This is an optimization exercise on Yosys and OpenROAD, whose aim is small area, not a production implementation.
Only simulation tests tie the RTL to the original design; equivalence was not proved.
Power is estimated from default activity; no workload was simulated.

**flow/design.v**
```verilog
module io_architecture(
    input CLK, RESET,  
    input [7:0] DATA_IN,  
    input [7:0] IO_ADDR,  
    input [7:0] MEM_ADDR,  
    input [7:0] DMA_DATA,  
    input PIO_READ, PIO_WRITE,  
    input DMA_REQUEST, DMA_ACK,  
    output reg [7:0] DATA_OUT,  
    output reg [7:0] MEM_OUT,  
    output reg PIO_STATUS,  
    output reg DMA_STATUS  
);
reg [7:0] io_device [15:0];  
always @(posedge CLK or posedge RESET) begin
    if (RESET) begin
        PIO_STATUS <= 0;
        DATA_OUT <= 8'b00000000;
    end else begin
        if (PIO_WRITE) begin
            if (IO_ADDR < 8'd16) io_device[IO_ADDR[3:0]] <= DATA_IN;  
            PIO_STATUS <= 1;  
        end else if (PIO_READ) begin
            DATA_OUT <= (IO_ADDR < 8'd16) ? io_device[IO_ADDR[3:0]] : 8'h00;  
            PIO_STATUS <= 1;  
        end else begin
            PIO_STATUS <= 0;  
        end
    end
end
reg [7:0] memory [31:0];  
reg [7:0] dma_buffer;  
always @(posedge CLK or posedge RESET) begin
    if (RESET) begin
        DMA_STATUS <= 0;
        MEM_OUT <= 8'b00000000;
        dma_buffer <= 8'b00000000;
    end else begin
        if (DMA_REQUEST && !DMA_ACK) begin
            dma_buffer <= DMA_DATA;  
            if (MEM_ADDR < 8'd32) memory[MEM_ADDR[4:0]] <= dma_buffer;  
            DMA_STATUS <= 1;  
        end else if (DMA_ACK) begin
            MEM_OUT <= (MEM_ADDR < 8'd32) ? memory[MEM_ADDR[4:0]] : 8'h00;  
            DMA_STATUS <= 0;  
        end else begin
            DMA_STATUS <= 0;  
        end
    end
end
endmodule
```
**flow/run.sh**
```bash
#!/bin/bash
# synth_recipe.tcl (not shown) runs the flow's synth.tcl, then flattens the netlist and writes it again
# the make line also repeats each setting of config.mk as NAME=value (left out here)
make -C /OpenROAD-flow-scripts/flow DESIGN_CONFIG=/design/flow/config.mk WORK_HOME=/design/flow/orfs CLKGATE_MAP_FILE= SYNTH_SCRIPT=/design/flow/synth_recipe.tcl finish
```
**flow/config.mk**
```make
export PLATFORM = sky130hd
export DESIGN_NAME = io_architecture
export DESIGN_NICKNAME = io_architecture
export VERILOG_FILES = /design/flow/design.v
export SDC_FILE = /design/flow/constraint.sdc
export NUM_CORES = 4
export LEC_CHECK = 0
export CAP_MARGIN = 20
export CORE_MARGIN = 2
export CORE_UTILIZATION = 40
export SLEW_MARGIN = 20
```
**flow/constraint.sdc**
```tcl
create_clock -name core_clock -period 5.0 [get_ports {CLK}]
set_input_delay 1.0000 -clock core_clock [delete_from_list [all_inputs] [get_ports {CLK}]]
set_output_delay 1.0000 -clock core_clock [all_outputs]
set_load 0.01 [all_outputs]
```
==> results.txt <==
path summary, 6_finish.rpt:
path | start | to | slack [ns] | cells after the start
max in group asynchronous | RESET | dma_buffer[1]$_DFFE_PP0P_ | 3.48 | 3
worst max register to register | memory[31][4]$_DFFE_PP_ | MEM_OUT[4]$_DFFE_PP0P_ | 3.03 | 5
worst min register to register | dma_buffer[1]$_DFFE_PP0P_ | dma_buffer[1]$_DFFE_PP0P_ | 0.51 | 1
worst min-delay path | dma_buffer[1]$_DFFE_PP0P_ | dma_buffer[1]$_DFFE_PP0P_ | 0.51 | 1
worst max-delay path | IO_ADDR[3] | io_device[0][6]$_DFFE_PP_ | 1.64 | 4
min in group asynchronous | RESET | MEM_OUT[1]$_DFFE_PP0P_ | 0.90 | 2
area by class of cell:
class | instances | area, um2
Fill cell | 3633 | 22200
Timing Repair Buffer | 129 | 1090
Tap cell | 539 | 674
Sequential cell | 410 | 12200
Clock inverter | 16 | 180
Multi-Input combinational cell | 617 | 4250
Clock buffer | 62 | 1230
Inverter | 12 | 45.0
sequential cells by signal, indices dropped and copies added (netlist names):
| register | cells |
|---|---|
| io_device | 128 |
| MEM_OUT | 8 |
| dma_buffer | 8 |
| PIO_STATUS | 1 |
| DMA_STATUS | 1 |
| DATA_OUT | 8 |
| memory | 256 |
report_power, final:
| group | leakage (nW) | internal [mW] | switching [mW] |
|---|---|---|---|
| clock network | 0.689 | 1.91 | 1.30 |
| registers | 3.79 | 3.84 | 0.0195 |
| logic | 1.98 | 0.154 | 0.393 |
| total | 6.46 | 5.91 | 1.71 |
cells by family after synthesis:
kind of cell | Yosys count | share of synthesized area, %
buffers and inverters | 90 | 2.96
flip-flops | 410 | 72.0
AND/OR/NAND/NOR | 310 | 9.92
AO/OA/AOI/OAI | 228 | 10.0
multiplexers | 79 | 5.11
cell usage in the layout (no fill, tap or decap), drive strengths merged, types with 8 or more instances in the layout:
cell type,n
mux2,29
a221oi,8
nand2b,14
clkbuf,63
nand3b,8
o21ai,41
and2,9
clkinv,12
dfrtp,26
a2111oi,8
nand3,54
nand2,63
inv,12
a22oi,35
and3,15
a31oi,9
nor2,32
a21oi,21
nor2b,20
nand4,10
nor3,50
a22o,12
a32o,9
nor3b,9
mux2i,47
o22ai,13
edfxtp,384
o211ai,8
o32ai,8
buf,79
clkdlybuf4s50,49
layer usage:
metal	share of wire [%]	global-route usage, %	vias to the layer above
li1	-	-	4646
met1	42	35.2	5644
met2	43	34.7	739
met3	12	7.78	81
met4	2.2	6.73	0
met5	0	0	-
metrics by stage:
| step | area [um2] | setup WS (ns) | util [%] | power (mW) | hold WS, ns |
|---|---|---|---|---|---|
| floorplan | 16900 | 1.79 | - | 4.20 | 0.508 |
| CTS | 19600 | 1.77 | 46.9 | 7.65 | 0.513 |
| global placement | 18200 | 1.16 | 43.5 | 4.46 | 0.491 |
| detailed placement | 18200 | 1.17 | 43.5 | 4.46 | 0.495 |
| global route | 19600 | 1.56 | 46.9 | 7.82 | 0.523 |
| finish | 19600 | 1.64 | 46.9 | 7.62 | 0.509 |
==> impl_summary.log <==
INFO  metric run_status = no timing/DRC/antenna violations
INFO  metric synthesis.nets = 1,155
INFO  metric drt_first_iter_violations = 1,583
INFO  metric finalMaxSlewViolations = 0
INFO  metric average_wire_per_cell_in_the_routed_design = 29.6 um
INFO  metric synth_warnings = 3
INFO  metric min_period_over_period = 67.1%
INFO  metric start_util = 40.4%
INFO  metric vdd_drop_max = 0.259 mV
INFO  metric synthTopCellsByArea = edfxtp_1 (68%), dfrtp_1 (3.8%), mux2i_1 (2.8%), mux2_2 (1.9%), nand3_1 (1.6%)
INFO  metric dieArea = 44,000 um2
INFO  metric initial_antenna_violation_count = 0
INFO  metric ant_nets = 0
INFO  metric total_drc_errors_in_the_routed_layout = 0
INFO  metric synth_area_leader_cell = edfxtp_1
INFO  metric post-cts-setup-buffer-count = 0
INFO  metric ys_ff_latch = 410
INFO  metric cts.clk_slew.worst_paths = 0.06 ns
INFO  metric worst-endpoint-required = 5.20 ns
INFO  metric timing.max_cap.violations = 0
INFO  metric timing.slew.headroom = 33.1%
INFO  metric detailed_place_hpwl = 35,300 um
INFO  metric crit_path_max_fanout = 20
INFO  metric main_flop_type_after_synthesis = edfxtp_1
INFO  metric max_slew.worst_pin.slew = 1.00 ns
INFO  metric startpoint_type = input port
INFO  metric grt_first_pass_wirelength = 76,100 um
INFO  metric layout-drive-gt1-share = 15.8%
INFO  metric n_antenna_cell = 0
INFO  metric post_cts_hold_buffer_count = 0
INFO  metric postSynth.asyncResetShare = 6.34%
INFO  metric timing.setup.critical_path_class = in2reg
INFO  metric num_io_pins = 56
INFO  metric netlist_instances = 1,117
INFO  metric nets = 1,252
INFO  metric synthToLayoutAreaGrowth = 16.1%
INFO  metric synth_enable_flop_cells = 384
INFO  metric gr-usage-all-layers = 24.2%
INFO  metric dr_total_vias = 11,100
INFO  metric hp-class = reg2reg
INFO  metric static_power_due_to_leakage = 6.46 nW
INFO  metric worst_path_max_delay_cell = clkdlybuf4s50_1
INFO  metric cp_top_family = simple AND/OR/NAND/NOR gates
INFO  metric grt_setup_unrepaired = no
INFO  metric hold_violations = 0
INFO  metric ctsResizeCount = 0
INFO  metric netlist-cell-type-count = 76
INFO  metric crit_chain = clkdlybuf4s50_1, nor2_1, nand2_1, nor2b_1
INFO  metric globalplace.congestion = 0.964
INFO  metric grt_max_degree = 39
INFO  metric horizontal_die_dimension = 210 um
INFO  metric rows = 75
INFO  metric syn_area_per_cell = 15.1 um2
INFO  metric critical_path_arrival = 3.56 ns
INFO  metric avgViaCountPerCell = 6.22
INFO  metric core = 41,900 um2
INFO  metric synth_top_cell_area_share = 68.1%
INFO  metric tritoncts = yes
INFO  metric synth.most_common_cell = edfxtp_1
INFO  metric synth_common_cells = edfxtp_1 (384), nand2_1 (62), nand3_1 (54)
INFO  metric final_critical_path_required_period = 3.36 ns
INFO  metric timing.critical_path.buf_inv = 1
INFO  metric syn-cell-area = 16,900 um2
INFO  metric power-per-cell-area = 388 nW/um2
INFO  metric skew = 0.0183 ns
INFO  metric cts-buffers-inserted = 44
INFO  metric port-buffer-count = 55
INFO  metric cp-end-kind = flip-flop
INFO  metric timing.setup.tns = 0 ns
INFO  metric clock-root-buffer = clkbuf_16
INFO  metric synth-seq-area-share = 72.0%
INFO  metric report.final.setup_viol = 0
INFO  metric number_of_non_filler_instances_in_the_completed_layout = 1,785
INFO  metric cts-root-to-sink-buffers = 3
INFO  metric critical-path-max-stage-delay = 0.83 ns
INFO  metric fmaxAchievable = 0.298 GHz
INFO  metric number_of_search_and_repair_iterations_in_the_first_detailed_routing_pass = 5
INFO  metric grt_overflow_total = 0
INFO  metric htree_levels = 2
INFO  metric clock_sinks = 410
INFO  metric dpl.cell_count = 1,706
INFO  metric first_global_vias = 10,600
INFO  metric dieHeight = 210 um
INFO  metric detail_route.wirelength = 52,800 um
INFO  metric clk-insertion-delay-late = 0.57 ns

[afterwards: timing with drivers on the ports]
In the flow no input, the clock included, has a driving cell. The finished layout below was timed again as built, in two steps.
Step 1 assumes that a clkbuf_16 drives the clock port and a buf_2 every other input.
Step 2 times the ports against the registers' clock, not the clock port: input delays grow and output delays shrink by t, the midpoint of the rising clock arrivals with the driver on.
Slacks: ideal / step 1 / step 2; pairs: ideal / step 1.
shift t [ns]: 0.619
setup WS [ns]: 1.643 / 1.676 / 1.057
hold WS [ns]: 0.509 / 0.509 / 0.509
clock arrival spread, ns: 0.019 / 0.020
After both steps setup and hold are still met in this run. The setup slack of this run moves by +0.033 ns with the drivers and by -0.586 ns with both steps.
